This design comes from an exercise in tuning for small area on the open sky130 flow, not from production work.
Function was checked by simulation only, so behaviour that the tests miss may differ from the original.

==> flow/design.v, too long to show whole: its modules and the start of the top module <==
// module jpeg_dctq: 163 lines
// module dct_row: 1220 lines
// module dct_col: 448 lines
// module quant: 165 lines
// module fa: 6 lines
// module ha: 6 lines
module jpeg_dctq (clk, reset, pix_in, coef_out);
  // ...
==> flow/run.sh <==
#!/bin/bash
# synth_recipe.tcl (not shown) runs the flow's synth.tcl, then flattens the netlist and writes it again
# the make line also repeats each setting of config.mk as NAME=value (left out here)
make -C /OpenROAD-flow-scripts/flow DESIGN_CONFIG=/design/flow/config.mk WORK_HOME=/design/flow/orfs CLKGATE_MAP_FILE= SYNTH_SCRIPT=/design/flow/synth_recipe.tcl finish
==> flow/config.mk <==
export PLATFORM = sky130hd
export DESIGN_NAME = jpeg_dctq
export DESIGN_NICKNAME = jpeg_dctq
export VERILOG_FILES = /design/flow/design.v
export SDC_FILE = /design/flow/constraint.sdc
export NUM_CORES = 4
export LEC_CHECK = 0
export CAP_MARGIN = 20
export CORE_MARGIN = 2
export CORE_UTILIZATION = 40
export PLACE_DENSITY = 0.6
export SLEW_MARGIN = 20
export SYNTH_HIERARCHICAL = 1
export SYNTH_MINIMUM_KEEP_SIZE = 0
==> flow/constraint.sdc <==
create_clock -name core_clock -period 11.0 [get_ports {clk}]
set_input_delay 2.2000 -clock core_clock [delete_from_list [all_inputs] [get_ports {clk}]]
set_output_delay 2.2000 -clock core_clock [all_outputs]
set_load 0.01 [all_outputs]
==> qor.csv, run 1 <==
stage,metric,value,unit
synthesis,Yosys warnings,7,
critical_path,crit path launch,sel[1],
die,Initial Util,40.33,%
final_layout,number of sequential cells,1032,
final_layout,register name with the most flops,ln6,
run_status,status,"complete, no violations",
critical_path,number of cells on the critical path,31,
final_layout,"Area growth, synth to finish",12.44,%
critical_path,most frequent cell on the critical path,fa_1,
placed_design,DP HPWL,76.25,mm
final_layout,share of layout cells above drive strength 1,6.307,%
final_layout,sequential cell area share,39.27,%
critical_path,CP Max Fanout,36,
critical_path,family with the most delay on the worst path,adder cells,
clock_network,Clk Tree Root Cell,clkbuf_16,
sta,Hold Slack,0.3093,ns
critical_path,Worst setup endpoint,d2r[18],
critical_path,WP data required,11.57,ns
routing,uppermost layer routed,met4,
grt,met2 usage,29.46,%
placed_design,placed cells,4999,
critical_path,Setup CP Type,flip-flop to flip-flop,
critical_path,Worst Setup End Kind,flip-flop,
routing,Iter 0 DRT Violations,1556,
flow_run,reported max-cap violation count,0,
final_layout,"commonest cells after routing, fill and taps aside","dfxtp_1, fa_1, inv_1",
final_layout,multi-input logic cell count,1823,
final_layout,Fill cells,10460,
critical_path,crit path max-delay cell type,dfxtp_2,
sta,Final Hold Vio Count,0,
final_layout,Top class by area,multi-input gates,
grt,"Most Used Layer, Global Route",met2,
final_layout,"most common cell after layout, fill and taps aside",dfxtp_1,
critical_path,path depth of the worst reg2reg path,31,
final_layout,multi-input gate share of the layout cell area,44.71,%
sta,post-layout minimum cycle time,10.37,ns
routing,M1 wire length,41.38,mm
==> inputs of run 2 (changes only) <==
--- a/flow/config.mk
+++ b/flow/config.mk
@@ -9,4 +9,5 @@
 export CORE_MARGIN = 2
 export CORE_UTILIZATION = 40
+export GPL_TIMING_DRIVEN = 0
 export PLACE_DENSITY = 0.6
 export SLEW_MARGIN = 20
==> qor.csv, run 2 <==
stage,metric,value,unit,change
run_status,status,"complete, no violations",,
synthesis,Yosys warnings,7,,unchanged
grt,vias in the first global route,27850,,
critical_path,most frequent cell on the critical path,fa_1,,
grt,initial antenna violation count,4,,
final_layout,Largest regs,"ln6 (112), ln5 (104), ln4 (96)",,
sta,Least-Margin Pin Slew,1.021,ns,
critical_path,crit path max-delay cell type,fa_2,,
final_layout,"Area growth, synth to finish",14.78,%,
sta,Final Max Slew Viols,0,,
sta,max frequency,93.98,MHz,
die,core box area,116000,µm²,
placed_design,placed cells,5147,,+3.0%
sta,clock skew,0.04515,ns,
placed_design,DP HPWL,84.74,mm,+11%
routing,DRC viols,0,,
critical_path,Worst Setup End Kind,flip-flop,,
routing,DRT Wirelength,105.1,mm,
final_layout,Fill cells,10390,,-0.66%
grt,global-route wire length before repair,163.3,mm,
critical_path,WP data required,11.58,ns,about the same
final_layout,nets,4771,,
clock_network,CTS Buffer Depth,3,,
final_layout,Finished Core Util,46.29,%,
grt,global route overflow,0,,
sta,post-layout minimum cycle time,10.64,ns,+0.2700 ns
final_layout,FF+latch area,20680,µm²,
die,die area,119800,µm²,
final_layout,max FFs per register,112,,
clock_network,cts-stage hold buffer count,0,,
clock_network,CTS buffer count,98,,
final_layout,area occupied by multi-input gates,23550,µm²,
grt,GRT Overall Usage,18.08,%,
routing,Iter 0 DRT Violations,1799,,+16%
worst_hold_path,min-delay worst type,flip-flop to flip-flop,,
placed_design,gp weighted congestion,0.8673,,
clock_network,Clk Tree Root Cell,clkbuf_16,,
placed_design,Port-buffer cells,129,,
critical_path,critical path data arrival time,11.22,ns,
flow_run,reported max-cap violation count,0,,unchanged
critical_path,Critical Path Max Stage Delay,0.59,ns,
sta,final setup vio count,0,,
critical_path,Setup CP Type,flip-flop to flip-flop,,
final_layout,fin cells,5329,,
routing,Vias,25300,,
final_layout,register name with the most flops,ln6,,
die,Top-Level Pins,130,,
sta,Hold Slack,0.3188,ns,+0.009433 ns
clock_network,CTS H-tree lvls,3,,
final_layout,share of layout cells above drive strength 1,10.23,%,+3.9 points
synthesis,Cells after Synth,3468,,
routing,Final ANT Viol Nets,0,,
die,Die Y-Extent,346.1,µm,
synthesis,Syn Area/Cell,13.50,µm²,
sta,Final period util,96.73,%,
die,Rows,125,,
critical_path,Startpoint Class,flip-flop,,
die,Initial Util,40.33,%,unchanged
routing,post-DR vias/cell,4.747,,
sta,Slew HR,31.92,%,
sta,Final Hold Vio Count,0,,unchanged
routing,drt first pass iters,8,,
clock_network,clock sink count,1032,,
synthesis,mapped cell area,46800,µm²,
critical_path,CP Max Fanout,10,,-72%
final_layout,"most common cell after layout, fill and taps aside",dfxtp_1,,
clock_network,clock-pin slew on the worst setup and hold paths,0.06,ns,
routing,WL per Instance,19.72,µm,
clock_network,CTS tree,yes,,
final_layout,"commonest cells after routing, fill and taps aside","dfxtp_1, fa_1, inv_1",,
grt,pin count of the biggest net entering global routing,22,,
clock_network,Worst-Skew Late Latency,0.73,ns,
die,Die W,346.1,µm,
[run 2: critical path, delay by kind of cell, from the launching register on]
family,cells,cell delay (ns)
mux,1,0.30
buf+inv,2,0.69
compound gates,3,0.37
flops,1,0.50
xor+xnor,1,0.13
fa+ha+maj,20,7.76
simple gates,5,0.71
[run 2: cell type report]
| type | count | area share, % |
|---|---|---|
| multi-input cells | 1823 | 43.85 |
| inverters | 472 | 3.298 |
| clock inverters | 49 | 1.148 |
| diodes | 1 | 0.004658 |
| clock buffers | 133 | 5.164 |
| plain buffers | 159 | 1.982 |
| flip-flops and latches | 1032 | 38.51 |
| repair buffers | 136 | 2.502 |
| well taps | 1524 | 3.550 |
[run 2: per-stage QoR]
step | instance area [µm²] | TNS, ns | setup slack [ns]
floorplan | 46900 | 0 | 0.9688
global placement | 50100 | -9.702 | -1.183
detailed placement | 50100 | -10.68 | -1.275
CTS | 53580 | 0 | 0.01581
global route | 53720 | -0.02505 | -0.02505
finish | 53720 | 0 | 0.3592
[run 2: worst paths after layout]
kind	to	depth (start not counted)	slack (ns)	from
hold / removal	ln5[51]	0	0.32	ln5[43]
hold reg to reg	ln5[51]	0	0.32	ln5[43]
setup reg to reg	d2r[18]	32	0.36	sel[2]
setup / recovery	d2r[18]	32	0.36	sel[2]
[run 2: timing repair]
| action | CTS | global route |
|---|---|---|
| pin swaps | 0 | 10 |
| setup buffers | 0 | 7 |
| hold endpoints to repair | 0 | 0 |
| setup endpoints to repair | 14 | 5 |
| resized for setup | 75 | 71 |
[run 2: per-layer routing]
layer / vias to the layer above / track usage [%] / share of wire, %
met2: 703 / 32.83 / 52
met1: 12810 / 21.60 / 40
met5: - / 0 / 0
met3: 156 / 2.713 / 4.7
met4: 0 / 6.648 / 3.4
li1: 11630 / - / -

[afterwards: timing with drivers on the ports]
The flow's constraints put no driver on any port. The routed layouts listed below were extracted and timed again, unchanged, in two steps.
Step 1 sets driving cells, clkbuf_16 on the clock port and buf_2 on the other inputs (assumed; they add their load-dependent delay and slew).
Step 2 adds t to the input delays and takes it off the output delays; t is the mean of the earliest and latest rising clock arrival at the registers after step 1. Input paths then give back, and output paths get back, about the clock's delay inside the block.
Slacks: ideal ports / drivers / drivers and shift; pairs: ideal ports / drivers.
run | t (ns) | setup WS [ns] | latest minus earliest clock arrival (ns)
run 1 | 0.727 | 0.629 / 0.629 / 0.629 | 0.036 / 0.036
run 2 | 0.776 | 0.359 / 0.359 / 0.359 | 0.054 / 0.053
After both steps setup and hold are still met in every run listed.
